Background: an optimization exercise with open tools, aiming at small area, a short achievable clock period and few clock cycles per item. Do not read the settings as production practice. Function was checked by simulation only, so behaviour that the tests miss may differ from the original. In every run shown here, the design's own scripts or RTL, not TritonCTS, make the clock network. The clock port is modelled as an ideal driver, which makes a skipped or thinned clock tree look cheaper than it is; a real chip needs a root buffer or a tree. No activity file was given, so power comes from the tool's default toggle rates.

==> flow/design.v <==
`timescale 1ns/10ps
module LBP (
	input  clk,
	input  reset,
	output reg [13:0] gray_addr,
	output reg        gray_req,
	input             gray_ready,
	input      [7:0]  gray_data,
	output reg        lbp_valid,
	output reg [13:0] lbp_addr,
	output reg [7:0]  lbp_data,
	output reg        finish
);
	localparam H = 8;            
	wire [6:0] row = gray_addr[13:7];
	wire [6:0] col = gray_addr[6:0];
	reg  [2:0] s;                
	reg        endc;             
	reg        ends;             
	reg        last;             
	wire [6:0] row_step = {{4{endc}}, {2{ends}}, 1'b1};
	reg run;
	always @(posedge clk) begin
		if (reset) begin
			gray_req  <= 1'b0;
			run       <= 1'b0;
			lbp_valid <= 1'b0;
			finish    <= 1'b0;
		end else begin
			gray_req  <= gray_ready & ~finish & ~(gray_req & last);
			run       <= gray_ready & ~finish & ~(run & last);
			lbp_valid <= run & (s >= 3'd2) & (col >= 7'd2);
			if (run & last) finish <= 1'b1;
		end
	end
	always @(posedge clk) begin
		if (run) begin
			{gray_addr[6:0], s} <= {col, s} + 10'd1;
			gray_addr[13:7] <= row + row_step;
		end else begin
			{gray_addr, s} <= 17'd0;
		end
	end
	always @(posedge clk) begin
		endc <= (s == 3'd6);
		ends <= (s == 3'd6) & (col == 7'd127);
		last <= (s == 3'd6) & (col == 7'd127) & (row == 7'd126);
	end
	reg [7:0] d [0:H];
	integer i;
	always @(posedge clk) begin
		d[0] <= gray_data;
		for (i = 1; i <= H; i = i + 1) d[i] <= d[i-1];
	end
	function [1:0] cmp3;
		input [7:0] a, b;
		reg [7:0] g1, p1;
		reg [3:0] g2, p2;
		reg [1:0] g4, p4;
		reg       g8, p8;
		integer k;
		begin
			g1 = a & ~b; p1 = a | ~b;
			for (k = 0; k < 4; k = k + 1) begin
				g2[k] = g1[2*k+1] | (p1[2*k+1] & g1[2*k]);
				p2[k] = p1[2*k+1] & p1[2*k];
			end
			for (k = 0; k < 2; k = k + 1) begin
				g4[k] = g2[2*k+1] | (p2[2*k+1] & g2[2*k]);
				p4[k] = p2[2*k+1] & p2[2*k];
			end
			g8 = g4[1] | (p4[1] & g4[0]);
			p8 = p4[1] & p4[0];
			cmp3 = {g8 | p8, ~g8};
		end
	endfunction
	function [1:0] cmp3f;
		input [7:0] a, b;
		reg [7:0] g1, p1;
		reg [1:0] g4, p4;
		reg       g8, p8;
		integer k;
		begin
			g1 = a & ~b; p1 = a | ~b;
			for (k = 0; k < 2; k = k + 1) begin
				g4[k] = g1[4*k+3] | (p1[4*k+3] & g1[4*k+2]) | (p1[4*k+3] & p1[4*k+2] & g1[4*k+1])
				      | (p1[4*k+3] & p1[4*k+2] & p1[4*k+1] & g1[4*k]);
				p4[k] = &p1[4*k+3 -: 4];
			end
			g8 = g4[1] | (p4[1] & g4[0]);
			p8 = p4[1] & p4[0];
			cmp3f = {g8 | p8, ~g8};
		end
	endfunction
	wire [7:0] c = d[H];
	wire ge_dg, le_dg, ge_hz, le_hz, ge_ad, le_ad, ge_vt, le_vt;
	assign {ge_dg, le_dg} = cmp3f(gray_data, c);
	assign {ge_hz, le_hz} = cmp3(d[0], c);
	assign {ge_ad, le_ad} = cmp3(d[1], c);
	assign {ge_vt, le_vt} = cmp3(d[H-1], c);
	reg [H:0]   q_dg;    
	reg [H-1:0] q_hz;
	reg [H-2:0] q_ad;
	reg         q_vt;
	always @(posedge clk) begin
		q_dg <= {q_dg[H-1:0], le_dg};
		q_hz <= {q_hz[H-2:0], le_hz};
		q_ad <= {q_ad[H-3:0], le_ad};
		q_vt <= le_vt;
	end
	always @(posedge clk) begin
		lbp_addr <= {row - 7'd1, col - 7'd1};
		lbp_data <= {ge_dg, ge_vt, q_ad[H-2], ge_hz, q_hz[H-1], ge_ad, q_vt, q_dg[H]};
	end
endmodule
==> flow/flow/run.sh <==
#!/bin/bash
# The standard layout, with plain buf_1 port buffers and a two-level
# inverter clock tree: after CTS, flow/mytree2.tcl replaces the tree with
# N1 first-level inverters fed from the clock port and N2 second-level
# inverters, each driving one cluster of flip-flops. Timing repair then
# runs after global routing as usual.
set -euo pipefail
HERE=$(pwd)
bash standard.sh finish \
  "BUFFER_PORTS_ARGS=-buffer_cell sky130_fd_sc_hd__buf_1" \
  "SKIP_CTS_REPAIR_TIMING=1" \
  "POST_CTS_TCL=$HERE/flow/mytree2.tcl" \
  "MYTREE_N1=4" "MYTREE_N2=8"  > standard_flow.log 2>&1
==> flow/flow/mytree2.tcl <==
# Replace the clock tree built by CTS with a two-level inverter tree:
# the clock port feeds N1 first-level inverters, each of which feeds
# N2/N1 second-level inverters; each second-level inverter drives one
# cluster of flip-flops. Every flip-flop sees the clock through exactly
# two inverters, so the tree is balanced and keeps the clock's polarity.
set n1 [expr {[info exists ::env(MYTREE_N1)] ? $::env(MYTREE_N1) : 4}]
set n2 [expr {[info exists ::env(MYTREE_N2)] ? $::env(MYTREE_N2) : 8}]
set cell1 [expr {[info exists ::env(MYTREE_CELL1)] ? $::env(MYTREE_CELL1) : "sky130_fd_sc_hd__inv_12"}]
set cell2 [expr {[info exists ::env(MYTREE_CELL2)] ? $::env(MYTREE_CELL2) : "sky130_fd_sc_hd__inv_8"}]
set db [ord::get_db]
set block [ord::get_db_block]
set clk [$block findNet clk]

# sinks: every flip-flop clock pin, found through the existing tree
set sinks {}
set todo [list $clk]
set bufs {}
set dead {}
while {[llength $todo]} {
  set net [lindex $todo 0]; set todo [lrange $todo 1 end]
  foreach it [$net getITerms] {
    if {![$it isInputSignal] && [$it getIoType] ne "INPUT"} { continue }
    set inst [$it getInst]
    set mname [[$inst getMaster] getName]
    if {[string match "sky130_fd_sc_hd__df*" $mname]} {
      lappend sinks $it
    } else {
      # clock buffers and the dummy loads CTS hangs on the tree
      lappend bufs $inst
      foreach o [$inst getITerms] { if {[$o isOutputSignal]} { set n [$o getNet]; if {$n ne "NULL"} { lappend todo $n } } }
    }
  }
}
puts "mytree2: [llength $sinks] sinks, removing [llength $bufs] cells of the old tree"
foreach inst $bufs {
  foreach o [$inst getITerms] {
    if {[$o isOutputSignal]} { set n [$o getNet]; if {$n ne "NULL" && $n ne $clk} { lappend dead $n } }
  }
}
foreach it $sinks { $it disconnect }
foreach inst $bufs { odb::dbInst_destroy $inst }
foreach n [lsort -unique $dead] { odb::dbNet_destroy $n }

# balanced k-means: k clusters of at most ceil(n/k) points each
proc bkmeans {pts k} {
  set n [llength $pts]
  set cap [expr {($n + $k - 1) / $k}]
  set sorted [lsort -integer -index 0 $pts]
  set cents {}
  for {set c 0} {$c < $k} {incr c} {
    lappend cents [lindex $sorted [expr {int(($c + 0.5) * $n / $k)}]]
  }
  set assign {}
  for {set iter 0} {$iter < 40} {incr iter} {
    set pairs {}
    set i 0
    foreach p $pts {
      for {set c 0} {$c < $k} {incr c} {
        set q [lindex $cents $c]
        lappend pairs [list [expr {abs([lindex $p 0]-[lindex $q 0]) + abs([lindex $p 1]-[lindex $q 1])}] $i $c]
      }
      incr i
    }
    set assign [lrepeat $n -1]
    set fill [lrepeat $k 0]
    foreach pr [lsort -integer -index 0 $pairs] {
      lassign $pr d i c
      if {[lindex $assign $i] >= 0 || [lindex $fill $c] >= $cap} { continue }
      lset assign $i $c
      lset fill $c [expr {[lindex $fill $c] + 1}]
    }
    set newc {}
    for {set c 0} {$c < $k} {incr c} {
      set sx 0; set sy 0; set m 0
      foreach p $pts a $assign { if {$a == $c} { incr sx [lindex $p 0]; incr sy [lindex $p 1]; incr m } }
      if {$m} { lappend newc [list [expr {$sx/$m}] [expr {$sy/$m}]] } else { lappend newc [lindex $cents $c] }
    }
    set cents $newc
  }
  return [list $assign $cents]
}

proc add_inv {block master name x y innet} {
  set inst [odb::dbInst_create $block $master $name]
  set net [odb::dbNet_create $block "${name}_net"]
  $net setSigType CLOCK
  $inst setLocation $x $y
  $inst setPlacementStatus PLACED
  [$inst findITerm A] connect $innet
  [$inst findITerm Y] connect $net
  return $net
}

set pts {}
foreach it $sinks {
  set bb [[$it getInst] getBBox]
  lappend pts [list [expr {([$bb xMin]+[$bb xMax])/2}] [expr {([$bb yMin]+[$bb yMax])/2}]]
}
lassign [bkmeans $pts $n2] a2 c2
lassign [bkmeans $c2 $n1] a1 c1

set m1 [$db findMaster $cell1]
set m2 [$db findMaster $cell2]
set l1nets {}
for {set k 0} {$k < $n1} {incr k} {
  set c [lindex $c1 $k]
  lappend l1nets [add_inv $block $m1 "clkinv_l1_$k" [lindex $c 0] [lindex $c 1] $clk]
}
for {set k 0} {$k < $n2} {incr k} {
  set c [lindex $c2 $k]
  set net [add_inv $block $m2 "clkinv_l2_$k" [lindex $c 0] [lindex $c 1] [lindex $l1nets [lindex $a1 $k]]]
  set m 0
  foreach it $sinks a $a2 { if {$a == $k} { $it connect $net; incr m } }
  puts "mytree2: l2 $k under l1 [lindex $a1 $k] at $c drives $m sinks"
}
detailed_placement
==> flow/standard.sh <==
#!/bin/bash
# synth_recipe.tcl (not shown) runs the flow's synth.tcl, then flattens the netlist and writes it again
# the make line also repeats each setting of config.mk as NAME=value (left out here)
make -C /OpenROAD-flow-scripts/flow DESIGN_CONFIG=/design/flow/config.mk WORK_HOME=/design/flow/orfs CLKGATE_MAP_FILE= SYNTH_SCRIPT=/design/flow/synth_recipe.tcl "${@:-finish}"
==> flow/config.mk <==
export PLATFORM = sky130hd
export DESIGN_NAME = LBP
export DESIGN_NICKNAME = LBP
export VERILOG_FILES = /design/flow/design.v
export SDC_FILE = /design/flow/constraint.sdc
export NUM_CORES = 4
export LEC_CHECK = 0
export CAP_MARGIN = 20
export CORE_MARGIN = 2
export CORE_UTILIZATION = 60
export SETUP_SLACK_MARGIN = 2.5
export SLEW_MARGIN = 20
==> flow/constraint.sdc <==
create_clock -name core_clock -period 4.0 [get_ports {clk}]
set_input_delay 0.8000 -clock core_clock [delete_from_list [all_inputs] [get_ports {clk}]]
set_output_delay 0.8000 -clock core_clock [all_outputs]
set_load 0.01 [all_outputs]
==> out/results.txt, run 1 <==
The count of final hold-check violations came out at 0. CTS saw 143 sinks. Among all stages on the critical path, the largest delay is contributed by sky130_fd_sc_hd__maj3_2. The post-route clock period utilization is 40.7%, and the area of the multi-input gates is 1310 um^2. Setup repair after global routing could not meet its margin everywhere. The HPWL after detailed placement is 4.31 mm. For the final database, setup skew stands at 9.94 ps. The total number of placement rows was 30; the average cell area after synthesis was 11.8 um^2. In this run the cell area of the synthesized design comes to 4190 um^2. The die is 87.5 um wide. Of the post-synthesis cell area, the part taken by muxes is 0%. The first global-routing pass estimated 11.1 mm of wire.

Effective utilization at floorplan: 62.0%. The clock period could shrink to 1630 ps. The aggregate routed wire length was 6.98 mm; the number of synthesized flops with an enable pin was 0.

The die footprint was 7660 um^2. The cell family contributing the most delay on the critical path is adder cells. The static power due to leakage was 1.92 nW. The combined global-route utilization of all metal layers was 18.6%; the area of the core was 6760 um^2.

In the final layout, the share of cells above drive strength 1 is 16.9%. The die is 87.5 um tall. The number of antenna violations at the first check in global routing is 0. The final core utilization is 71.0%, and the via-per-instance ratio is 5.28. The flow ran to the end and the layout has no timing, DRC or antenna violations. The path class of the tightest hold or removal check is reg2reg.

In the synthesized netlist the dominant register cell turns out to be sky130_fd_sc_hd__dfxtp_1. The worst-case IR drop observed on VDD is 335 uV. The proportion of netlist area held by the largest area contributor was 68.4%; the number of setup violations in the final report was 0. The startpoint identified for the worst hold timing path is d[5][2]$_DFF_P_.

The number of synthesized register bits is 143, and the I/O pin count is 50. The run gives 44 as the post-synthesis cell type count. Dividing total power by cell area gives a power density of 475 nW/um^2. The layout has 490 filler cells.

Data on the critical path is required at its endpoint by 4010 ps. In the synthesized netlist the async set-or-reset flop fraction comes to 0%. The logs give 0 for the reported max-cap violation count and 0 for the count of pins over their slew limit. The cell type contributing the most total cell area after synthesis is sky130_fd_sc_hd__dfxtp_1.

The tools report the kind of launch point of the worst setup path as a primary input. The number of port buffers works out to 49. The slew at the pin with the worst max-slew slack came out at 354 ps. The Yosys step of the flow raised 2 warnings. Entering global routing, the biggest net connects 19 pins.

Final routed wire length divided by cell count: 14.1 um. Kind of capture point of the worst setup path: a flop. The start point of the critical path was gray_data[3]. After Yosys synthesis, and, or, nand and nor cells account for 11.3% of the synthesized area. After clock tree synthesis, the clock-pin slew on the worst setup and hold paths is 90 ps.

The run gives 110 ps as the clock latency on the worst-skew pair. The setup path with the least slack is of type in2reg. The number of nets handed over by synthesis was 378. Along the worst path, the maximum fanout reaches 3.

Timing would allow up to 0.615 GHz. The worst register-to-register path begins at ends$_DFF_P_. The xor-xnor portion of the synthesized cell area is 3.76%, and the setup total negative slack is 0 ps. Relative to the synthesized area, the layout overhead comes to 14.5%. The via count of the first global-routing pass came out at 2426.

By area the synthesized netlist is led by sky130_fd_sc_hd__dfxtp_1 68%, sky130_fd_sc_hd__ha_1 3.6%, sky130_fd_sc_hd__xor2_1 2.5%. For this run, the post-layout net count is 440. Detailed routing inserted a total of 2609 vias. The share of synthesized cell area in full adder, half adder and majority cells is 4.84%. The worst relative slew slack came out at 76.4%.

Registers take 2910 um^2. For this run, the register share of the synthesized area comes to 68.4%. In this run, the number of DRC markers left after iteration 0 of detailed routing was 95.

The tools report the remaining routing DRC violations as 0. The data arrival time of the critical path is 1640 ps, and the post-route antenna net violation count is 0. After global routing the overflow that remains totals 0. The buffer and inverter count on the worst path came out at 1. The first-pass detailed-route iteration total was 4. Synthesis produced a netlist whose cell count is 354. Final estimated routing congestion in global placement: 0.816. The synthesized netlist devotes 9.20% of its cell area to compound gates. Traced cell by cell, the critical path runs through buf_1 > nand2b_4 > maj3_2 > a31oi_4 > o21ai_2. Largest family of logic cells by synthesized area: simple AND/OR/NAND/NOR gates. In this design, the stage delay of the slowest critical-path cell is 340 ps. The antenna cell count is 0, and the worst hold margin is 324 ps.
[where the power goes]
part | switching [mW] | internal [mW]
logic | 0.0634 | 0.0472
registers | 0.0393 | 1.51
clock network | 0.469 | 0.144
[worst reg2reg max path: stages, from the launching register on]
cell and delay [ps]:
sky130_fd_sc_hd__dfxtp_2 400, sky130_fd_sc_hd__inv_1 80, sky130_fd_sc_hd__fa_2 410, sky130_fd_sc_hd__nor2b_4 130
sky130_fd_sc_hd__o21ai_2 70, sky130_fd_sc_hd__a21boi_2 180, sky130_fd_sc_hd__o21ai_0 100, sky130_fd_sc_hd__o311ai_1 80
[path summary, 6_finish.rpt]
| check | endpoint | cells after the start | slack, ps |
|---|---|---|---|
| setup reg to reg | gray_addr[13]$_SDFF_PN0_ | 7 | 2450 |
| hold / removal | d[6][2]$_DFF_P_ | 0 | 320 |
| hold reg to reg | d[6][2]$_DFF_P_ | 0 | 320 |
| setup / recovery | lbp_data[7]$_DFF_P_ | 5 | 2370 |
[per-stage QoR]
stage / power (mW) / std cells / worst slack (ps) / cell area [um^2]
2_1_floorplan: 1.64 / 354 / 2430 / 4200
3_5_place_dp: 1.69 / 480 / 2230 / 4470
6_report: 2.28 / 494 / 2370 / 4790
3_3_place_gp: 1.68 / 480 / 2250 / 4470
5_1_grt: 2.37 / 494 / 2330 / 4790
[flip-flops by register name, indices dropped and copies added, names as in the netlist, 3 cells and up]
register and flops:
d 72, q_hz 8, lbp_data 8, s 3, gray_addr 14, lbp_addr 14
q_dg 9, q_ad 7
[cells in the mapped netlist, drive strengths merged (2+ instances only)]
cell type  count
nand2b        13
o221ai         9
nor3           6
a211oi         2
nand4          3
nor2          27
o22ai          2
xnor2          6
nand3          5
dfxtp        143
inv           25
a31oi          2
or3            2
o21ai         13
xor2          12
a22oi          6
ha            12
nor2b          8
buf            2
nor3b          2
nor4           3
o211ai         4
nand2         15
maj3           3
a21oi         18
[metal layers]
layer | wire (um) | part of all wire (%) | vias up | GRT usage [%]
met5 | 0 | 0 | - | 0
li1 | - | - | 1315 | -
met3 | 304 | 4.4 | 14 | 5.09
met1 | 3160 | 45 | 1209 | 23.4
met2 | 3370 | 48 | 71 | 31.0
met4 | 149 | 2.1 | 0 | 6.57
[kinds of logic after synthesis]
kind of cell / count (synthesis)
simple gates: 90
buf+inv: 28
xor+xnor: 18
flops: 143
fa+ha+maj: 16
compound gates: 59
[cell type report]
type / count / area share [%]
sequential: 143 / 60.7
timing repair buffer: 51 / 4.72
tap: 80 / 2.09
inverter: 37 / 5.19
multi-input combinational: 183 / 27.3
[cells in the final DEF (no fill, tap or decap), drive strengths merged, types with 2 or more instances in the layout]
| cell type | instances |
|---|---|
| nand4 | 3 |
| a211oi | 2 |
| nor2 | 27 |
| nor4 | 3 |
| buf | 41 |
| ha | 12 |
| a31oi | 2 |
| nand3 | 5 |
| a22oi | 6 |
| a21oi | 18 |
| inv | 37 |
| o211ai | 4 |
| maj3 | 3 |
| o22ai | 2 |
| or3 | 2 |
| clkbuf | 10 |
| xnor2 | 6 |
| o21ai | 13 |
| nand2b | 13 |
| xor2 | 12 |
| nor3 | 6 |
| dfxtp | 143 |
| o221ai | 9 |
| nor3b | 2 |
| nand2 | 15 |
| nor2b | 8 |
Testbench counts, summed over its fixed seeds: cycles 344,080, images 16.
==> run 2, diff against run 1 <==
--- a/flow/config.mk
+++ b/flow/config.mk
@@ -5,8 +5,9 @@
 export SDC_FILE = /design/flow/constraint.sdc
 export NUM_CORES = 4
 export LEC_CHECK = 0
+export ABC_AREA = 1
 export CAP_MARGIN = 20
 export CORE_MARGIN = 2
 export CORE_UTILIZATION = 60
-export SETUP_SLACK_MARGIN = 2.5
+export SETUP_SLACK_MARGIN = 2.55
 export SLEW_MARGIN = 20
==> out/results.txt, run 2 <==
The number of synthesized register bits came out at 143 (unchanged). For the clock skew, the log shows 15.3 ps (was 9.94 ps). The number of flip-flops in the largest register is 72 (unchanged), and the worst-path maximum fanout is 7 (was 3).

The achievable clock frequency was 0.698 GHz (was 0.615 GHz). The tools report the reported max-cap violation count as 0 (unchanged). The number of port buffers was 49 (unchanged); the peak supply drop was 349 uV (was 335 uV). The remaining routing DRC violations came out at 0 (unchanged). The net count of the finished layout was 569 (was 440); the routed metal-1 wirelength was 3.25 mm (was 3.16 mm). The tools report the required time reported for the critical path endpoint as 3200 ps (was 4010 ps).

The count of pins over their slew limit was 0 (unchanged); the area of the core was 7250 um^2 (was 6760 um^2). Cell types occupying the most area after synthesis: sky130_fd_sc_hd__dfxtp_1 64%, sky130_fd_sc_hd__nand2_1 7.8%, sky130_fd_sc_hd__inv_1 5.4% (was sky130_fd_sc_hd__dfxtp_1 68%, sky130_fd_sc_hd__ha_1 3.6%, sky130_fd_sc_hd__xor2_1 2.5%). Buffer and inverter count on the worst path: 1 (unchanged). The slew at the pin with the worst max-slew slack was 512 ps (was 354 ps); the count of yosys warnings during synthesis was 2 (unchanged). The flop-to-flop setup slack is 2610 ps (was 2450 ps). The largest net degree at the start of global routing came out at 19 (unchanged). The total number of placement rows is 31 (was 30). The predominant post-synthesis flop cell is sky130_fd_sc_hd__dfxtp_1 (unchanged). The tools report the CTS sink count as 143 (unchanged). The fraction of synthesis flops using an asynchronous set or reset pin works out to 0% (unchanged). The run finished with no timing, DRC or antenna violations. The run gives 70.9% (was 71.0%) as the final core utilization. Most common cell after layout, fill and taps aside: sky130_fd_sc_hd__dfxtp_1 (unchanged).

For the sequential cell area fraction in the yosys report, the log shows 63.9% (was 68.4%). The number of synthesized flops with an enable pin was 0 (unchanged); the clock slew at the register clock pins of the worst setup and hold paths was 90 ps (about the same). The antenna cell count is 0 (unchanged), and the first-pass GRT wire length is 11.8 mm (was 11.1 mm).

Register ranked first by flip-flop count: d (unchanged). The kind of cell adding the most delay to the critical path was flip-flops (was adder cells). The tools report the via count of the routed design as 3089 (was 2609). The run gives 7.30 mm (was 6.98 mm) as the aggregate routed wire length.

The worst setup path category was reg2out (was in2reg). The first-pass detailed-route iteration total was 4 (unchanged); the final routed wire length divided by cell count was 11.4 um (was 14.1 um). The start point of the critical path is gray_addr[5]$_SDFF_PN0_ (was gray_data[3]).

The post-synthesis cell type count was 29 (was 44). The origin of the critical flop-to-flop path was gray_addr[8]$_SDFF_PN0_ (was ends$_DFF_P_). The kind of capture point of the worst setup path was an output port (was a flop). The cell type contributing the most total cell area after synthesis was sky130_fd_sc_hd__dfxtp_1 (unchanged).

The power per cell area is 446 nW/um^2 (was 475 nW/um^2). For the combined global-route utilization of all metal layers, the log shows 17.5% (was 18.6%). Top routing layer in use: met4 (unchanged). The proportion of netlist area held by the largest area contributor is 63.9% (was 68.4%), and the met3 routed wirelength is 311 um (was 304 um). The time the worst path needs with I/O delays and setup is 1430 ps (was 1630 ps). The tools report the reg-to-reg endpoint as gray_addr[13]$_SDFF_PN0_ (unchanged). Setup total negative slack: 0 ps (unchanged).

The termination of the worst setup path is gray_addr[5] (was lbp_data[7]$_DFF_P_). Ordered list of cells on the worst path: buf_6 (was buf_1 > nand2b_4 > maj3_2 > a31oi_4 > o21ai_2). The die footprint is 8180 um^2 (was 7660 um^2), and the layout overhead on the synthesized area is 14.7% (was 14.5%). The post-route antenna net violation count came out at 0 (unchanged).

The most numerous cell in the Yosys netlist is sky130_fd_sc_hd__dfxtp_1 (unchanged). The static power due to leakage was 2.42 nW (was 1.92 nW). Critical path's slowest cell: sky130_fd_sc_hd__dfxtp_4 (was sky130_fd_sc_hd__maj3_2). The effective utilization at floorplan is 61.8% (was 62.0%).

The tools report the kind of launch point of the worst setup path as a flop (was a primary input). The horizontal extent of the die works out to 90.4 um (was 87.5 um). The run gives 76 (was 95) as the detailed router's first-iteration violation count. Kind of path behind the tightest hold check: reg2reg (unchanged). Fraction of layout instances using a drive strength above 1: 16.2% (was 16.9%). Most frequent cells in the layout: 129 x sky130_fd_sc_hd__dfxtp_1, 88 x sky130_fd_sc_hd__nand2_1, 61 x sky130_fd_sc_hd__inv_1, 51 x sky130_fd_sc_hd__nor2_1, 32 x sky130_fd_sc_hd__buf_1 (was 127 x sky130_fd_sc_hd__dfxtp_1, 37 x sky130_fd_sc_hd__buf_1, 27 x sky130_fd_sc_hd__nor2_1, 16 x sky130_fd_sc_hd__inv_1, 16 x sky130_fd_sc_hd__a21oi_1). I/O pin count: 50 (unchanged). Total half-perimeter wirelength after legalization and detailed placement: 4.82 mm (was 4.31 mm). Synth cell count leaders: 143 x sky130_fd_sc_hd__dfxtp_1, 93 x sky130_fd_sc_hd__nand2_1, 64 x sky130_fd_sc_hd__inv_1 (was 143 x sky130_fd_sc_hd__dfxtp_1, 27 x sky130_fd_sc_hd__nor2_1, 18 x sky130_fd_sc_hd__a21oi_1, 18 x sky130_fd_sc_hd__inv_1, 15 x sky130_fd_sc_hd__nand2_1).

The leftover overflow at the end of global routing came out at 0 (unchanged). The post-route clock period utilization works out to 35.8% (was 40.7%). Leading registers by flop count: d (72), gray_addr (14), lbp_addr (14) (unchanged). The tools report the final estimated routing congestion in global placement as 0.835 (was 0.816). The worst reg2reg path depth is 8 (was 7). Setup repair after global routing could not meet its margin everywhere. The count of final hold-check violations was 0 (unchanged); the number of antenna violations at the first check in global routing was 0 (unchanged).

Via-per-instance ratio: 4.81 (was 5.28). The start point of the worst min-delay path is d[5][5]$_DFF_P_ (was d[5][2]$_DFF_P_). The average cell area after synthesis is 9.40 um^2 (was 11.8 um^2). The cell area after technology mapping was 4480 um^2 (was 4190 um^2); the instance area after placement was 4770 um^2 (was 4470 um^2). The logs give 3.63 mm (was 3.37 mm) for the total length of routed met2 wires and 2738 (was 2426) for the via count of the first global-routing pass.

The data arrival time of the critical path came out at 630 ps (was 1640 ps). The tools report the worst hold margin as 322 ps (was 324 ps). The number of setup violations in the final report is 0 (unchanged). The tools report the synthesized net count as 501 (was 378). For the clock latency on the worst-skew pair, the log shows 120 ps (was 110 ps). The area of all placed cells without fillers came out at 5140 um^2 (was 4790 um^2). The delay contributed by the slowest stage of the critical path was 410 ps (was 340 ps); the critical path depth in cells was 1 (was 5). Worst relative slew slack: 65.9% (was 76.4%). The die height works out to 90.4 um (was 87.5 um). Synthesized netlist cell count: 477 (was 354).
run 2: cell count changes in the layout (fill, tap and decap cells not counted), sizes merged, moves of 8 or more:
cell    change
inv        +44
nand2      +84
nand2b     -13
nand3      +18
nor2       +32
nor2b       -8
o221ai      -9
run 2: per-stage QoR:
| stage | setup slack, ps | power [mW] | instances |
|---|---|---|---|
| after detailed placement | 2400 | 1.71 | 621 |
| after global routing | 2510 | 2.40 | 642 |
| after floorplan | 2560 | 1.66 | 477 |
| final | 2570 | 2.30 | 642 |
| after global placement | 2480 | 1.70 | 621 |
run 2: power breakdown:
group / switching (mW) / internal, mW
Clock: 0.473 / 0.143
Combinational: 0.0805 / 0.0473
Sequential: 0.0384 / 1.51
Total: 0.592 / 1.70
run 2: kinds of logic after synthesis:
logic type,share of synthesized area (%)
AOI/OAI and AO/OA,4.33
adders and majority gates,3.80
buffers and inverters,6.34
and+or+nand+nor,19.5
xor gates and xnor gates,2.15
DFF,63.9
run 2: worst min-delay path by stage:
stage                                     end  slack, ps  cells past startpoint
after floorplan               d[3][0]$_DFF_P_        310                      0
after global placement        d[5][1]$_DFF_P_        310                      0
after detailed placement      d[6][1]$_DFF_P_        310                      0
after global routing      lbp_data[3]$_DFF_P_        330                      0
final                         d[6][5]$_DFF_P_        320                      0
run 2: final cells by class:
cell class	instances	area [um^2]
Timing Repair Buffer	58	298
Tap cell	99	124
Fill cell	565	2110
Inverter	81	417
Multi-Input combinational cell	261	1390
Sequential cell	143	2910
run 2: routing by layer:
layer / vias up / global-route usage [%]
li1: 1607 / -
met1: 1391 / 22.0
met2: 80 / 30.1
met3: 11 / 4.09
met4: 0 / 5.38
met5: - / 0
run 2: worst reg2reg max path: cells and delay by family (launching register included):
kind	cells	cell delay [ps]
and+or+nand+nor	4	290
DFF	1	390
buffers and inverters	2	130
AOI/OAI and AO/OA	1	140
adders and majority gates	1	350
==> run 3, diff against run 2 <==
--- a/flow/config.mk
+++ b/flow/config.mk
@@ -9,5 +9,5 @@
 export CAP_MARGIN = 20
 export CORE_MARGIN = 2
 export CORE_UTILIZATION = 60
-export SETUP_SLACK_MARGIN = 2.55
+export SETUP_SLACK_MARGIN = 2.65
 export SLEW_MARGIN = 20
==> out/results.txt, run 3 <==
For the instance area after placement, the log shows 4780 um^2 (was 4770 um^2). Cell types occupying the most area after synthesis: sky130_fd_sc_hd__dfxtp_1 64%, sky130_fd_sc_hd__nand2_1 7.8%, sky130_fd_sc_hd__inv_1 5.4% (unchanged). Layout overhead on the synthesized area: 21.2% (was 14.7%).

The cell type with the highest occurrence count on the critical path is sky130_fd_sc_hd__nand2_2. First-pass detailed-route iteration total: 4 (unchanged). The register ranked first by flip-flop count is d (unchanged). The buffer and inverter count on the worst path came out at 2 (was 1).

The worst relative slew slack was 64.7% (was 65.9%); the synthesized netlist cell count was 477 (unchanged). The via-per-instance ratio was 4.87 (was 4.81). The most crowded layer after global routing is met2 (unchanged). The number of synthesized flops with an enable pin was 0 (unchanged). For the CTS sink count, the log shows 143 (unchanged).

The synthesized net count was 501 (unchanged). Via count of the first global-routing pass: 2783 (was 2738). Routing usage on met2: 31.9% (was 30.1%). The die footprint came out at 8180 um^2 (unchanged). The run gives 4.34% (was 4.09%) as the met3 usage. Kind of launch point of the worst setup path: a flop (unchanged).

The predominant post-synthesis flop cell was sky130_fd_sc_hd__dfxtp_1 (unchanged). The tools report the number of setup violations in the final report as 0 (unchanged). Ordered list of cells on the worst path: inv_4 > fa_2 > inv_2 > nand2_2 > nand2_2 > nand3b_1 > nand3_1 > nand2_1 > nor2_1 (was buf_6).

The tools report the worst-case setup margin in the final layout as 2570 ps (about the same). The kind of cell adding the most delay to the critical path is simple AND/OR/NAND/NOR gates (was flip-flops). Synth cell count leaders: 143 x sky130_fd_sc_hd__dfxtp_1, 93 x sky130_fd_sc_hd__nand2_1, 64 x sky130_fd_sc_hd__inv_1 (unchanged). The die height was 90.4 um (unchanged).

The horizontal extent of the die was 90.4 um (unchanged); the largest net degree at the start of global routing was 19 (unchanged). The net count of the finished layout was 578 (was 569); the fraction of synthesis flops using an asynchronous set or reset pin was 0% (unchanged). The proportion of netlist area held by the largest area contributor is 63.9% (unchanged).

Setup repair after global routing could not meet its margin everywhere. Fraction of layout instances using a drive strength above 1: 27.5% (was 16.2%). The power per cell area was 428 nW/um^2 (was 446 nW/um^2). The post-route clock period utilization is 35.8% (about the same), and the time the worst path needs with I/O delays and setup is 1430 ps (about the same). The count of pins over their slew limit is 0 (unchanged), and the number of antenna violations at the first check in global routing is 0 (unchanged).

The power consumption is 2.33 mW (was 2.30 mW). Final estimated routing congestion in global placement: 0.840 (was 0.835). For the total number of placement rows, the log shows 31 (unchanged). The final routed wire length divided by cell count came out at 12.4 um (was 11.4 um). The tools report the clock skew as 20.5 ps (was 15.3 ps).

The slew at the pin with the worst max-slew slack is 528 ps (was 512 ps), and the delay contributed by the slowest stage of the critical path is 380 ps (was 410 ps). The count of yosys warnings during synthesis was 2 (unchanged); the via count of the routed design was 3170 (was 3089). The reported max-cap violation count is 0 (unchanged). The critical path's slowest cell was sky130_fd_sc_hd__dfxtp_4 (unchanged). For the antenna cell count, the log shows 0 (unchanged). The peak supply drop was 321 uV (was 349 uV); the total half-perimeter wirelength after legalization and detailed placement was 4.98 mm (was 4.82 mm).

The post-synthesis cell type count is 29 (unchanged). The I/O pin count was 50 (unchanged); the aggregate routed wire length was 8.08 mm (was 7.30 mm). The run gives 2430 ps (was 2400 ps) as the worst setup timing slack at the placement stage.

For the achievable clock frequency, the log shows 0.698 GHz (about the same). Effective utilization at floorplan: 61.8% (unchanged). The run gives 0 (unchanged) as the remaining routing DRC violations. The number of synthesized register bits came out at 143 (unchanged). The cell type contributing the most total cell area after synthesis is sky130_fd_sc_hd__dfxtp_1 (unchanged). Post-route non-filler standard cell count: 651 (was 642).

The leftover overflow at the end of global routing is 0 (unchanged), and the worst-path maximum fanout is 4 (was 7). The clock slew at the register clock pins of the worst setup and hold paths was 100 ps (was 90 ps); the post-route antenna net violation count was 0 (unchanged). Final core utilization: 74.9% (was 70.9%). The static power due to leakage is 2.57 nW (was 2.42 nW). The met1 capacity usage during global routing is 22.3% (was 22.0%), and the sequential cell area fraction in the yosys report is 63.9% (unchanged). The average cell area after synthesis is 9.40 um^2 (unchanged), and the area of all placed cells without fillers is 5430 um^2 (was 5140 um^2). The combined global-route utilization of all metal layers is 18.3% (was 17.5%), and the worst hold margin is 309 ps (was 322 ps). The worst setup path category is reg2reg (was reg2out). The number of port buffers came out at 49 (unchanged). Leading registers by flop count: d (72), gray_addr (14), lbp_addr (14) (unchanged). The first-pass GRT wire length was 12.2 mm (was 11.8 mm); the clock latency on the worst-skew pair was 130 ps (was 120 ps). The detailed router's first-iteration violation count is 107 (was 76).

The number of flip-flops in the largest register works out to 72 (unchanged). The most numerous cell in the Yosys netlist was sky130_fd_sc_hd__dfxtp_1 (unchanged). Kind of path behind the tightest hold check: reg2reg (unchanged).

The tools report the cell area after technology mapping as 4480 um^2 (unchanged). The tools report the area of the core as 7250 um^2 (unchanged). The run gives 4050 ps (was 3200 ps) as the required time reported for the critical path endpoint. The data arrival time of the critical path is 1480 ps (was 630 ps), and the cell total after placement is 621 (unchanged).

The kind of capture point of the worst setup path was a flop (was an output port). The setup total negative slack was 0 ps (unchanged). The most common cell after layout, fill and taps aside was sky130_fd_sc_hd__dfxtp_1 (unchanged). Most frequent cells in the layout: 115 x sky130_fd_sc_hd__dfxtp_1, 83 x sky130_fd_sc_hd__nand2_1, 56 x sky130_fd_sc_hd__inv_1, 50 x sky130_fd_sc_hd__nor2_1, 24 x sky130_fd_sc_hd__buf_6 (was 129 x sky130_fd_sc_hd__dfxtp_1, 88 x sky130_fd_sc_hd__nand2_1, 61 x sky130_fd_sc_hd__inv_1, 51 x sky130_fd_sc_hd__nor2_1, 32 x sky130_fd_sc_hd__buf_1). The run finished with no timing, DRC or antenna violations.

Count of final hold-check violations: 0 (unchanged).
==> run 3: cell counts after synthesis <==
Identical to the previous run, type by type.
==> run 3: logic make-up after synthesis <==
| group | share of synthesized area [%] |
|---|---|
| simple gates | 19.5 |
| buf+inv | 6.34 |
| flops | 63.9 |
| fa+ha+maj | 3.80 |
| compound gates | 4.33 |
| xor+xnor | 2.15 |
==> run 3: final timing paths <==
path / endpoint / slack [ps] / cells after the start / from
max: gray_addr[13]$_SDFF_PN0_ / 2570 / 9 / gray_addr[7]$_SDFF_PN0_
min: q_ad[4]$_DFF_P_ / 310 / 0 / q_ad[3]$_DFF_P_
max reg2reg: gray_addr[13]$_SDFF_PN0_ / 2570 / 9 / gray_addr[7]$_SDFF_PN0_
min reg2reg: q_ad[4]$_DFF_P_ / 310 / 0 / q_ad[3]$_DFF_P_
==> run 3: layout make-up <==
| cell class | count | area, um^2 |
|---|---|---|
| well taps | 99 | 124 |
| inverters | 81 | 419 |
| multi-input cells | 261 | 1420 |
| fillers | 504 | 1820 |
| flip-flops and latches | 143 | 2930 |
| repair buffers | 67 | 537 |
==> run 3: power by group <==
part	internal, mW	total (mW)	switching, mW
Combinational	0.0679	0.155	0.0868
Clock	0.141	0.614	0.472
Sequential	1.52	1.56	0.0422
Total	1.72	2.33	0.601
==> run 3: per-layer routing <==
metal,routed length (um),vias to the layer above,part of all wire [%]
met5,0,-,0
met2,4130,80,51
met4,115,0,1.4
met3,278,12,3.4
li1,-,1628,-
met1,3550,1450,44
==> run 4, diff against run 3 <==
--- a/flow/config.mk
+++ b/flow/config.mk
@@ -9,5 +9,5 @@
 export CAP_MARGIN = 20
 export CORE_MARGIN = 2
 export CORE_UTILIZATION = 60
-export SETUP_SLACK_MARGIN = 2.65
+export SETUP_SLACK_MARGIN = 2.5
 export SLEW_MARGIN = 20
==> out/results.txt, run 4 <==
The run finished with no timing, DRC or antenna violations. Fraction of layout instances using a drive strength above 1: 12.7% (was 27.5%). Setup repair after global routing could not meet its margin everywhere. The critical path's slowest cell is sky130_fd_sc_hd__dfxtp_2 (was sky130_fd_sc_hd__dfxtp_4). The worst-path maximum fanout is 6 (was 4), and the final estimated routing congestion in global placement is 0.807 (was 0.840).

The first-pass detailed-route iteration total is 4 (unchanged). The die height was 90.4 um (unchanged). The fraction of synthesis flops using an asynchronous set or reset pin works out to 0% (unchanged).

The worst reg2reg path depth works out to 6 (was 9). The logs give 0 (unchanged) for the reported max-cap violation count and 398 uV (was 321 uV) for the peak supply drop. The average cell area after synthesis works out to 9.40 um^2 (unchanged). The final routed wire length divided by cell count is 11.6 um (was 12.4 um), and the aggregate routed wire length is 7.34 mm (was 8.08 mm). Kind of path behind the tightest hold check: reg2reg (unchanged).

The via count of the first global-routing pass was 2926 (was 2783); the effective utilization at floorplan was 61.8% (unchanged). The cell area after technology mapping came out at 4480 um^2 (unchanged). The kind of launch point of the worst setup path was a flop (unchanged).

The clock skew is 8.20 ps (was 20.5 ps), and the count of final hold-check violations is 0 (unchanged). The time the worst path needs with I/O delays and setup was 1460 ps (was 1430 ps); the first-pass GRT wire length was 12.3 mm (was 12.2 mm). The worst setup timing slack at the placement stage was 2400 ps (was 2430 ps); the number of flip-flops in the largest register was 72 (unchanged).

The logs give 32.6% (was 31.9%) for the routing usage on met2 and 561 (was 578) for the net count of the finished layout. The run gives 3.51% (was 4.34%) as the met3 usage. Slew at the pin with the worst max-slew slack: 483 ps (was 528 ps).

Area of the core: 7250 um^2 (unchanged). For the combined global-route utilization of all metal layers, the log shows 18.3% (about the same). The synthesized net count is 501 (unchanged).

The count of pins over their slew limit is 0 (unchanged). Leading registers by flop count: d (72), gray_addr (14), lbp_addr (14) (unchanged). For the count of yosys warnings during synthesis, the log shows 2 (unchanged).

The worst-case setup margin in the final layout was 2540 ps (was 2570 ps); the setup total negative slack was 0 ps (unchanged). The tools report the area of all placed cells without fillers as 5010 um^2 (was 5430 um^2). The met1 capacity usage during global routing was 21.4% (was 22.3%).

The via-per-instance ratio is 4.84 (was 4.87), and the number of synthesized flops with an enable pin is 0 (unchanged). For the die footprint, the log shows 8180 um^2 (unchanged). The tools report the sequential cell area fraction in the yosys report as 63.9% (unchanged). The run gives 31 (unchanged) as the total number of placement rows.

The number of port buffers is 49 (unchanged), and the power per cell area is 457 nW/um^2 (was 428 nW/um^2). The run gives 595 (was 504) as the fill cell total of the finished layout. The delay contributed by the slowest stage of the critical path came out at 390 ps (was 380 ps). The most numerous cell in the Yosys netlist was sky130_fd_sc_hd__dfxtp_1 (unchanged).

The worst setup path category is reg2out (was reg2reg). The required time reported for the critical path endpoint came out at 3200 ps (was 4050 ps). The most common cell after layout, fill and taps aside was sky130_fd_sc_hd__dfxtp_1 (unchanged). The clock slew at the register clock pins of the worst setup and hold paths is 90 ps (was 100 ps), and the largest net degree at the start of global routing is 19 (unchanged).

The post-route clock period utilization was 36.6% (was 35.8%). The achievable clock frequency is 0.684 GHz (was 0.698 GHz), and the leftover overflow at the end of global routing is 0 (unchanged). The clock latency on the worst-skew pair is 110 ps (was 130 ps), and the proportion of netlist area held by the largest area contributor is 63.9% (unchanged). Cell types occupying the most area after synthesis: sky130_fd_sc_hd__dfxtp_1 64%, sky130_fd_sc_hd__nand2_1 7.8%, sky130_fd_sc_hd__inv_1 5.4% (unchanged). The cell type contributing the most total cell area after synthesis was sky130_fd_sc_hd__dfxtp_1 (unchanged). Synth cell count leaders: 143 x sky130_fd_sc_hd__dfxtp_1, 93 x sky130_fd_sc_hd__nand2_1, 64 x sky130_fd_sc_hd__inv_1 (unchanged). The run gives 110 (was 107) as the detailed router's first-iteration violation count.

The critical path depth in cells is 1 (was 9). The worst relative slew slack was 67.8% (was 64.7%). The instance area after placement came out at 4760 um^2 (was 4780 um^2).

The logs give 0 (unchanged) for the remaining routing DRC violations and 29 (unchanged) for the post-synthesis cell type count. The most crowded layer after global routing was met2 (unchanged). Register ranked first by flip-flop count: d (unchanged).

The run gives 4.86 mm (was 4.98 mm) as the total half-perimeter wirelength after legalization and detailed placement. The synthesized netlist cell count was 477 (unchanged). The final core utilization was 69.1% (was 74.9%); the static power due to leakage was 2.32 nW (was 2.57 nW). The number of antenna violations at the first check in global routing came out at 0 (unchanged). Buffer and inverter count on the worst path: 1 (was 2). Predominant post-synthesis flop cell: sky130_fd_sc_hd__dfxtp_1 (unchanged). The run gives 660 ps (was 1480 ps) as the data arrival time of the critical path. The number of synthesized register bits was 143 (unchanged); the depth of the worst hold-timing path was 0 (unchanged). The antenna cell count was 0 (unchanged); the CTS sink count was 143 (unchanged). Ordered list of cells on the worst path: buf_1 (was inv_4 > fa_2 > inv_2 > nand2_2 > nand2_2 > nand3b_1 > nand3_1 > nand2_1 > nor2_1).

For the number of setup violations in the final report, the log shows 0 (unchanged). Kind of cell adding the most delay to the critical path: flip-flops (was simple AND/OR/NAND/NOR gates). Via count of the routed design: 3071 (was 3170).

The tools report the I/O pin count as 50 (unchanged). Most frequent cells in the layout: 129 x sky130_fd_sc_hd__dfxtp_1, 87 x sky130_fd_sc_hd__nand2_1, 61 x sky130_fd_sc_hd__inv_1, 51 x sky130_fd_sc_hd__nor2_1, 42 x sky130_fd_sc_hd__buf_1 (was 115 x sky130_fd_sc_hd__dfxtp_1, 83 x sky130_fd_sc_hd__nand2_1, 56 x sky130_fd_sc_hd__inv_1, 50 x sky130_fd_sc_hd__nor2_1, 24 x sky130_fd_sc_hd__buf_6). The tools report the kind of capture point of the worst setup path as an output port (was a flop).

The horizontal extent of the die is 90.4 um (unchanged). The run gives 0 (unchanged) as the post-route antenna net violation count. The layout overhead on the synthesized area works out to 11.8% (was 21.2%).
run 4: cell counts after synthesis:
No cell type changed its count.
run 4: cell type report:
type | count | area [um^2] | share of cell area (%)
flip-flops and latches | 143 | 2890 | 57.8
multi-input cells | 261 | 1380 | 27.5
inverters | 81 | 414 | 8.27
repair buffers | 50 | 200 | 4.00
well taps | 99 | 124 | 2.47
run 4: final timing paths:
kind,start,end,slack [ps]
worst min register to register,d[4][6]$_DFF_P_,d[5][6]$_DFF_P_,320
worst min-delay path,d[4][6]$_DFF_P_,d[5][6]$_DFF_P_,320
worst max register to register,endc$_DFF_P_,gray_addr[11]$_SDFF_PN0_,2610
worst max-delay path,gray_addr[2]$_SDFF_PN0_,gray_addr[2],2540
run 4: stage by stage:
stage | cells | power, mW | hold slack, ps
6_report | 634 | 2.29 | 323
5_1_grt | 634 | 2.39 | 331
3_5_place_dp | 621 | 1.71 | 312
3_3_place_gp | 621 | 1.70 | 310
2_1_floorplan | 477 | 1.66 | 310
run 4: cell families (layout without fill, tap and decap cells):
kind of cell | after synthesis | after routing | share of synthesized area [%]
simple gates | 200 | 200 | 19.5
flops | 143 | 143 | 63.9
buf+inv | 73 | 131 | 6.34
compound gates | 37 | 37 | 4.33
fa+ha+maj | 13 | 13 | 3.80
xor+xnor | 11 | 11 | 2.15
run 4: where the power goes:
part | internal [mW] | total [mW] | switching (mW) | leakage [nW]
Sequential | 1.52 | 1.56 | 0.0398 | 1.20
Combinational | 0.0462 | 0.127 | 0.0808 | 1.04
Clock | 0.145 | 0.606 | 0.461 | 0.0776
run 4: metal layers:
layer / wire, um / part of all wire [%] / up-vias
met1: 3280 / 45 / 1412
li1: - / - / 1589
met4: 153 / 2.1 / 0
met3: 228 / 3.1 / 13
met2: 3670 / 50 / 57
met5: 0 / 0 / -
==> run 5, diff against run 4 <==
--- a/flow/design.v
+++ b/flow/design.v
@@ -20,7 +20,7 @@
 	reg        last;             
 	wire [6:0] row_step = {{4{endc}}, {2{ends}}, 1'b1};
 	reg run;
-	always @(posedge clk) begin
+	always @(posedge clk, posedge reset) begin
 		if (reset) begin
 			gray_req  <= 1'b0;
 			run       <= 1'b0;
==> out/results.txt, run 5 <==
The flow ran to the end and the layout has no timing, DRC or antenna violations. For the die footprint, the log shows 8010 um^2 (was 8180 um^2). The area of the core is 7180 um^2 (was 7250 um^2), and the layout overhead on the synthesized area is 13.1% (was 11.8%). Kind of capture point of the worst setup path: a flop (was an output port). The met3 routed wirelength is 229 um (was 228 um).

The number of port buffers came out at 49 (unchanged). The effective utilization at floorplan is 61.2% (was 61.8%). First-pass GRT wire length: 11.1 mm (was 12.3 mm). The clock skew came out at 7.95 ps (was 8.20 ps). For the number of setup violations in the final report, the log shows 0 (unchanged). The detailed router's first-iteration violation count is 70 (was 110), and the first-pass detailed-route iteration total is 4 (unchanged). The data arrival time of the critical path was 1480 ps (was 660 ps); the remaining routing DRC violations was 0 (unchanged).

The buffer and inverter count on the worst path was 2 (was 1). The kind of launch point of the worst setup path is a flop (unchanged). The most numerous cell in the Yosys netlist is sky130_fd_sc_hd__dfxtp_1 (unchanged).

CTS sink count: 143 (unchanged). The run gives 2.33 nW (was 2.32 nW) as the static power due to leakage. The sequential cell area fraction in the yosys report is 65.7% (was 63.9%).

For the aggregate routed wire length, the log shows 6.86 mm (was 7.34 mm). The fraction of synthesis flops using an asynchronous set or reset pin works out to 2.80% (was 0%). Setup total negative slack: 0 ps (unchanged). The tools report the net count of the finished layout as 545 (was 561). The post-synthesis mux area share is 0% (unchanged). The final routed wire length divided by cell count was 11.1 um (was 11.6 um).

Leading registers by flop count: d (72), gray_addr (14), lbp_addr (14) (unchanged). Predominant post-synthesis flop cell: sky130_fd_sc_hd__dfxtp_1 (unchanged). Ordered list of cells on the worst path: inv_4 > fa_1 > inv_1 > nand2_1 > nand3_2 > and2_4 > nand2_1 > nand2_1 > nor2_1 (was buf_1). The run gives 73.9% (was 67.8%) as the worst relative slew slack. The cell type contributing the most total cell area after synthesis was sky130_fd_sc_hd__dfxtp_1 (unchanged). Synth cell count leaders: 139 x sky130_fd_sc_hd__dfxtp_1, 92 x sky130_fd_sc_hd__nand2_1, 72 x sky130_fd_sc_hd__inv_1 (was 143 x sky130_fd_sc_hd__dfxtp_1, 93 x sky130_fd_sc_hd__nand2_1, 64 x sky130_fd_sc_hd__inv_1).

Xor-xnor portion of the synthesized cell area: 2.00% (was 2.15%). The final estimated routing congestion in global placement was 0.810 (was 0.807). The total half-perimeter wirelength after legalization and detailed placement was 4.66 mm (was 4.86 mm). The post-route clock period utilization is 36.7% (was 36.6%), and the number of antenna violations at the first check in global routing is 0 (unchanged).

The clock slew at the register clock pins of the worst setup and hold paths works out to 80 ps (was 90 ps). The via count of the first global-routing pass is 2582 (was 2926). For the achievable clock frequency, the log shows 0.681 GHz (was 0.684 GHz). For the I/O pin count, the log shows 50 (unchanged). The total length of routed met2 wires is 3.30 mm (was 3.67 mm), and the fraction of layout instances using a drive strength above 1 is 9.83% (was 12.7%). The worst setup path category is reg2reg (was reg2out).

The delay contributed by the slowest stage of the critical path works out to 410 ps (was 390 ps). The power per cell area works out to 470 nW/um^2 (was 457 nW/um^2). The top routing layer in use is met4 (unchanged). The largest net degree at the start of global routing was 19 (unchanged). The combined global-route utilization of all metal layers is 17.9% (was 18.3%), and the final core utilization is 69.2% (was 69.1%). The slew at the pin with the worst max-slew slack came out at 391 ps (was 483 ps). Routed metal-1 wirelength: 3.18 mm (was 3.28 mm). The compound-gate portion of the synthesized area was 5.08% (was 4.33%).

The kind of path behind the tightest hold check was reg2reg (unchanged). The worst hold margin was 325 ps (was 323 ps). Critical path's slowest cell: sky130_fd_sc_hd__fa_1 (was sky130_fd_sc_hd__dfxtp_2). Die height: 89.5 um (was 90.4 um). Post-route antenna net violation count: 0 (unchanged). The tools report the synthesized net count as 482 (was 501). Cell types occupying the most area after synthesis: sky130_fd_sc_hd__dfxtp_1 63%, sky130_fd_sc_hd__nand2_1 7.9%, sky130_fd_sc_hd__inv_1 6.2% (was sky130_fd_sc_hd__dfxtp_1 64%, sky130_fd_sc_hd__nand2_1 7.8%, sky130_fd_sc_hd__inv_1 5.4%). Setup repair after global routing could not meet its margin everywhere. The number of synthesized register bits works out to 143 (unchanged). The post-route non-filler standard cell count is 618 (was 634), and the proportion of netlist area held by the largest area contributor is 63.4% (was 63.9%).

The number of synthesized flops with an enable pin came out at 0 (unchanged). The horizontal extent of the die is 89.5 um (was 90.4 um). Time the worst path needs with I/O delays and setup: 1470 ps (was 1460 ps).

The synthesized netlist cell count was 458 (was 477). Most frequent cells in the layout: 124 x sky130_fd_sc_hd__dfxtp_1, 91 x sky130_fd_sc_hd__nand2_1, 71 x sky130_fd_sc_hd__inv_1, 45 x sky130_fd_sc_hd__buf_1, 43 x sky130_fd_sc_hd__nor2_1 (was 129 x sky130_fd_sc_hd__dfxtp_1, 87 x sky130_fd_sc_hd__nand2_1, 61 x sky130_fd_sc_hd__inv_1, 51 x sky130_fd_sc_hd__nor2_1, 42 x sky130_fd_sc_hd__buf_1). The count of final hold-check violations came out at 0 (unchanged). The most common cell after layout, fill and taps aside is sky130_fd_sc_hd__dfxtp_1 (unchanged). The worst-path maximum fanout came out at 6 (unchanged).

For the clock latency on the worst-skew pair, the log shows 110 ps (about the same). The share of synthesized cell area in full adder, half adder and majority cells was 3.88% (was 3.80%); the cell total after placement was 605 (was 621). The average cell area after synthesis was 9.58 um^2 (was 9.40 um^2); the fill cell total of the finished layout was 546 (was 595).

The leftover overflow at the end of global routing was 0 (unchanged); the simple-gate share of the synthesized area was 17.1% (was 19.5%). The total number of placement rows was 31 (unchanged). The cell area after technology mapping is 4390 um^2 (was 4480 um^2).

The register ranked first by flip-flop count was d (unchanged). The via-per-instance ratio was 4.63 (was 4.84). The via count of the routed design was 2862 (was 3071); the antenna cell count was 0 (unchanged). The reported max-cap violation count is 0 (unchanged), and the post-synthesis cell type count is 27 (was 29). Among the stages of the critical path, the cell type that occurs most often is sky130_fd_sc_hd__nand2_1. Kind of cell adding the most delay to the critical path: simple AND/OR/NAND/NOR gates (was flip-flops).

For the count of yosys warnings during synthesis, the log shows 2 (unchanged). The tools report the peak supply drop as 300 uV (was 398 uV). Largest family of logic cells by synthesized area: simple AND/OR/NAND/NOR gates (unchanged).

The logs give 4010 ps (was 3200 ps) for the required time reported for the critical path endpoint and 0 (unchanged) for the count of pins over their slew limit. The number of flip-flops in the largest register was 72 (unchanged).
run 5: cell types whose count changed in the layout (fill, tap and decap cells not counted), sizes merged, moves of 4 or more:
| cell | before | now |
|---|---|---|
| a21oi | 15 | 19 |
| dfrtp | 0 | 4 |
| dfxtp | 143 | 139 |
| nand2 | 99 | 94 |
| nand3 | 23 | 19 |
| nor2 | 59 | 46 |
run 5: stage by stage:
| stage | cell area [um^2] | total power, mW | setup slack, ps |
|---|---|---|---|
| final | 4960 | 2.33 | 2530 |
| after global routing | 4960 | 2.44 | 2430 |
| after detailed placement | 4690 | 1.75 | 2380 |
| after global placement | 4690 | 1.74 | 2420 |
| after floorplan | 4390 | 1.69 | 2540 |
run 5: area by class of cell:
class                   instances  area [um^2]  area share [%]
well taps                      99          124            2.50
multi-input cells             242         1300            26.2
repair buffers                 50          196            3.96
inverters                      84          428            8.62
flip-flops and latches        143         2910            58.7
run 5: layer usage:
layer | track usage (%) | vias up
met5 | 0 | -
met2 | 30.4 | 59
li1 | - | 1535
met3 | 3.32 | 13
met4 | 7.60 | 0
met1 | 22.4 | 1255
run 5: path summary, 6_finish.rpt:
check | start | end | slack [ps] | depth (start not counted)
max | gray_addr[7]$_SDFF_PN0_ | gray_addr[11]$_SDFF_PN0_ | 2530 | 9
min | q_dg[4]$_DFF_P_ | q_dg[5]$_DFF_P_ | 330 | 0
max reg2reg | gray_addr[7]$_SDFF_PN0_ | gray_addr[11]$_SDFF_PN0_ | 2530 | 9
min reg2reg | q_dg[4]$_DFF_P_ | q_dg[5]$_DFF_P_ | 330 | 0
max in group asynchronous | reset | gray_req$_DFF_PP0_ | 3330 | 2
min in group asynchronous | reset | finish$_DFFE_PP0P_ | 530 | 2
run 5: kinds of logic after synthesis:
kind of cell | count (synthesis)
compound gates | 43
simple gates | 176
buf+inv | 73
flops | 143
fa+ha+maj | 13
xor+xnor | 10
run 5: power by group:
part / total, mW / switching, mW / leakage, nW / internal (mW)
logic: 0.148 / 0.0917 / 1.03 / 0.0564
registers: 1.57 / 0.0427 / 1.22 / 1.53
clock network: 0.609 / 0.464 / 0.0776 / 0.145
total: 2.33 / 0.598 / 2.33 / 1.73
Testbench counts of run 5, summed over its fixed seeds: cycles 344,080, images 16.
==> run 6, diff against run 5 <==
--- a/flow/config.mk
+++ b/flow/config.mk
@@ -8,6 +8,6 @@
 export ABC_AREA = 1
 export CAP_MARGIN = 20
 export CORE_MARGIN = 2
-export CORE_UTILIZATION = 60
+export CORE_UTILIZATION = 70
 export SETUP_SLACK_MARGIN = 2.5
 export SLEW_MARGIN = 20
==> out/results.txt, run 6 <==
Peak supply drop: 343 uV (was 300 uV). The clock slew at the register clock pins of the worst setup and hold paths works out to 80 ps (about the same). The worst setup timing slack at the placement stage came out at 2350 ps (was 2380 ps). The run gives 65.7% (unchanged) as the sequential cell area fraction in the yosys report. The required time reported for the critical path endpoint was 4010 ps (about the same); the post-route antenna net violation count was 0 (unchanged). The data arrival time of the critical path was 1520 ps (was 1480 ps); the worst-path maximum fanout was 6 (unchanged).

The number of port buffers came out at 49 (unchanged). The register ranked first by flip-flop count is d (unchanged). Most common cell after layout, fill and taps aside: sky130_fd_sc_hd__dfxtp_1 (unchanged). For the achievable clock frequency, the log shows 0.661 GHz (was 0.681 GHz). The layout overhead on the synthesized area came out at 12.1% (was 13.1%).

The run gives 4390 um^2 (unchanged) as the cell area after technology mapping. The delay contributed by the slowest stage of the critical path came out at 400 ps (was 410 ps). The run gives 24.8% (was 17.9%) as the combined global-route utilization of all metal layers. The worst relative slew slack was 70.7% (was 73.9%).

The count of yosys warnings during synthesis came out at 2 (unchanged). The reported max-cap violation count came out at 0 (unchanged). Predominant post-synthesis flop cell: sky130_fd_sc_hd__dfxtp_1 (unchanged).

The run gives 28 (was 31) as the total number of placement rows. The logs give 0 (unchanged) for the count of pins over their slew limit and 0 ps (unchanged) for the setup total negative slack. The horizontal extent of the die works out to 83.2 um (was 89.5 um). The detailed router's first-iteration violation count came out at 110 (was 70). The fraction of layout instances using a drive strength above 1 was 10.2% (was 9.83%). Clock latency on the worst-skew pair: 120 ps (was 110 ps).

The slew at the pin with the worst max-slew slack was 439 ps (was 391 ps); the effective utilization at floorplan was 73.2% (was 61.2%). The run gives 2490 ps (was 2530 ps) as the worst-case setup margin in the final layout. The critical path's slowest cell was sky130_fd_sc_hd__dfxtp_4 (was sky130_fd_sc_hd__fa_1). The final estimated routing congestion in global placement is 0.845 (was 0.810), and the fraction of synthesis flops using an asynchronous set or reset pin is 2.80% (unchanged). For the leftover overflow at the end of global routing, the log shows 0 (unchanged).

The run gives 50 (unchanged) as the I/O pin count. The fill cell total of the finished layout came out at 360 (was 546). The kind of path behind the tightest hold check is reg2reg (unchanged). The final routed wire length divided by cell count is 14.4 um (was 11.1 um). Cell types occupying the most area after synthesis: sky130_fd_sc_hd__dfxtp_1 63%, sky130_fd_sc_hd__nand2_1 7.9%, sky130_fd_sc_hd__inv_1 6.2% (unchanged).

The clock skew is 14.1 ps (was 7.95 ps). The average cell area after synthesis is 9.58 um^2 (unchanged), and the time the worst path needs with I/O delays and setup is 1510 ps (was 1470 ps). For the final core utilization, the log shows 82.1% (was 69.2%). The flow ran to the end and the layout has no timing, DRC or antenna violations. Synth cell count leaders: 139 x sky130_fd_sc_hd__dfxtp_1, 92 x sky130_fd_sc_hd__nand2_1, 72 x sky130_fd_sc_hd__inv_1 (unchanged). The kind of launch point of the worst setup path is a flop (unchanged).

The post-synthesis cell type count was 27 (unchanged). Post-route clock period utilization: 37.8% (was 36.7%). Number of antenna violations at the first check in global routing: 0 (unchanged). The CTS sink count was 143 (unchanged); the via count of the first global-routing pass was 3029 (was 2582).

The via count of the routed design came out at 3074 (was 2862). The cell type contributing the most total cell area after synthesis was sky130_fd_sc_hd__dfxtp_1 (unchanged). The run gives 458 (unchanged) as the synthesized netlist cell count. Kind of capture point of the worst setup path: a flop (unchanged). The tools report the aggregate routed wire length as 8.57 mm (was 6.86 mm). The worst hold margin came out at 328 ps (was 325 ps).

The tools report the net count of the finished layout as 545 (unchanged). The via-per-instance ratio works out to 5.18 (was 4.63). The run gives 0 (unchanged) as the antenna cell count. The tools report the static power due to leakage as 2.33 nW (about the same). Remaining routing DRC violations: 0 (unchanged). For the number of setup violations in the final report, the log shows 0 (unchanged). The cell type with the highest occurrence count on the critical path was sky130_fd_sc_hd__nand2_1 (unchanged). For the first-pass detailed-route iteration total, the log shows 4 (unchanged). The power per cell area works out to 477 nW/um^2 (was 470 nW/um^2). Most numerous cell in the Yosys netlist: sky130_fd_sc_hd__dfxtp_1 (unchanged). For the synthesized net count, the log shows 482 (unchanged). Setup repair after global routing could not meet its margin everywhere. The proportion of netlist area held by the largest area contributor works out to 63.4% (unchanged). The number of flip-flops in the largest register came out at 72 (unchanged). Ordered list of cells on the worst path: ha_2 > nand2_1 > nand2_1 > nand2_1 > nand2_1 > nor2_2 > nand2_1 > nand2_1 > nor2_1 (was inv_4 > fa_1 > inv_1 > nand2_1 > nand3_2 > and2_4 > nand2_1 > nand2_1 > nor2_1). The count of final hold-check violations is 0 (unchanged), and the power consumption is 2.35 mW (was 2.33 mW).

The die height is 83.2 um (was 89.5 um). Leading registers by flop count: d (72), gray_addr (14), lbp_addr (14) (unchanged). Most frequent cells in the layout: 124 x sky130_fd_sc_hd__dfxtp_1, 90 x sky130_fd_sc_hd__nand2_1, 69 x sky130_fd_sc_hd__inv_1, 47 x sky130_fd_sc_hd__buf_1, 42 x sky130_fd_sc_hd__nor2_1 (was 124 x sky130_fd_sc_hd__dfxtp_1, 91 x sky130_fd_sc_hd__nand2_1, 71 x sky130_fd_sc_hd__inv_1, 45 x sky130_fd_sc_hd__buf_1, 43 x sky130_fd_sc_hd__nor2_1). The number of synthesized register bits was 143 (unchanged). The tools report the flop-to-flop setup slack as 2490 ps (was 2530 ps).

The worst setup path category was reg2reg (unchanged). The die footprint was 6920 um^2 (was 8010 um^2); the total half-perimeter wirelength after legalization and detailed placement was 4.97 mm (was 4.66 mm). The number of synthesized flops with an enable pin is 0 (unchanged), and the first-pass GRT wire length is 13.8 mm (was 11.1 mm). The logs give 19 (unchanged) for the largest net degree at the start of global routing and 5990 um^2 (was 7180 um^2) for the area of the core.
run 6: cell counts after synthesis:
No cell type changed its count.
run 6: per-stage QoR:
step	instances	instance area (um^2)
6_report	594	4920
5_1_grt	594	4920
3_5_place_dp	581	4660
3_3_place_gp	581	4660
2_1_floorplan	458	4390
run 6: path summary, 6_finish.rpt:
kind / cells after the start / to / from
worst max-delay path: 9 / gray_addr[12]$_SDFF_PN0_ / gray_addr[9]$_SDFF_PN0_
worst min-delay path: 0 / q_ad[4]$_DFF_P_ / q_ad[3]$_DFF_P_
worst max register to register: 9 / gray_addr[12]$_SDFF_PN0_ / gray_addr[9]$_SDFF_PN0_
worst min register to register: 0 / q_ad[4]$_DFF_P_ / q_ad[3]$_DFF_P_
max in group asynchronous: 2 / lbp_valid$_DFF_PP0_ / reset
min in group asynchronous: 2 / finish$_DFFE_PP0P_ / reset
run 6: kinds of logic after synthesis:
| kind of cell | count (synthesis) | share of synthesized area (%) |
|---|---|---|
| flip-flops | 143 | 65.7 |
| adder cells (fa/ha/maj) | 13 | 3.88 |
| buffers and inverters | 73 | 6.24 |
| AND/OR/NAND/NOR | 176 | 17.1 |
| XOR/XNOR | 10 | 2.00 |
| AO/OA/AOI/OAI | 43 | 5.08 |
run 6: cell type report:
type / count / area (um^2) / share of cell area [%]
inverter: 84 / 425 / 8.65
multi-input combinational: 242 / 1290 / 26.1
sequential: 143 / 2910 / 59.2
tap: 75 / 93.8 / 1.91
timing repair buffer: 50 / 200 / 4.07
run 6: power by group:
part,internal (mW),total (mW),switching (mW)
Sequential,1.53,1.58,0.0457
Combinational,0.0571,0.160,0.103
Clock,0.143,0.612,0.469
run 6: layer usage:
layer	global-route usage [%]	up-vias	routed length [um]
met3	4.97	32	361
met2	45.9	99	4480
met5	0	-	0
met1	27.9	1409	3430
met4	9.84	0	298
li1	-	1534	-
run 6: critical path: cells and delay by family, from the launching register on:
family / cells / cell delay, ps
simple gates: 8 / 700
fa+ha+maj: 1 / 310
flops: 1 / 400

re-timing with driven ports:
Ports are ideal in the flow. The routed layouts listed here were re-timed in OpenROAD.
Step 1 (the two cells are an assumption about what drives the block):
set clk [get_ports {clk}]
set_driving_cell -lib_cell sky130_fd_sc_hd__clkbuf_16 $clk
set_driving_cell -lib_cell sky130_fd_sc_hd__buf_2 [delete_from_list [all_inputs] $clk]
Step 2 moves the port delays by t, midway between the first and last clock arrival at a register: inputs arrive t later, outputs are due t later. That takes back most of the time a late clock gives input paths.
Slacks: ideal ports / drivers / drivers and shift; pairs: ideal ports / drivers.
run | t (ns) | setup slack, ns | worst hold slack (ns) | worst setup path after step 2
run 1 | 0.249 | 2.373 / 2.390 / 2.236 | 0.324 / 0.326 / 0.326 | input to register
run 2 | 0.253 | 2.567 / 2.425 / 2.482 | 0.322 / 0.323 / 0.323 | input to register
run 3 | 0.251 | 2.567 / 2.433 / 2.412 | 0.309 / 0.309 / 0.309 | input to register
run 4 | 0.249 | 2.538 / 2.391 / 2.442 | 0.323 / 0.323 / 0.323 | input to register
run 5 | 0.247 | 2.532 / 2.391 / 2.447 | 0.325 / 0.325 / 0.325 | input to register
run 6 | 0.256 | 2.488 / 2.352 / 2.407 | 0.328 / 0.327 / 0.327 | input to register
After both steps setup and hold are still met in every run listed. The setup slack of run 3, which loses most, moves by -0.134 ns with the drivers and by -0.155 ns with both steps.
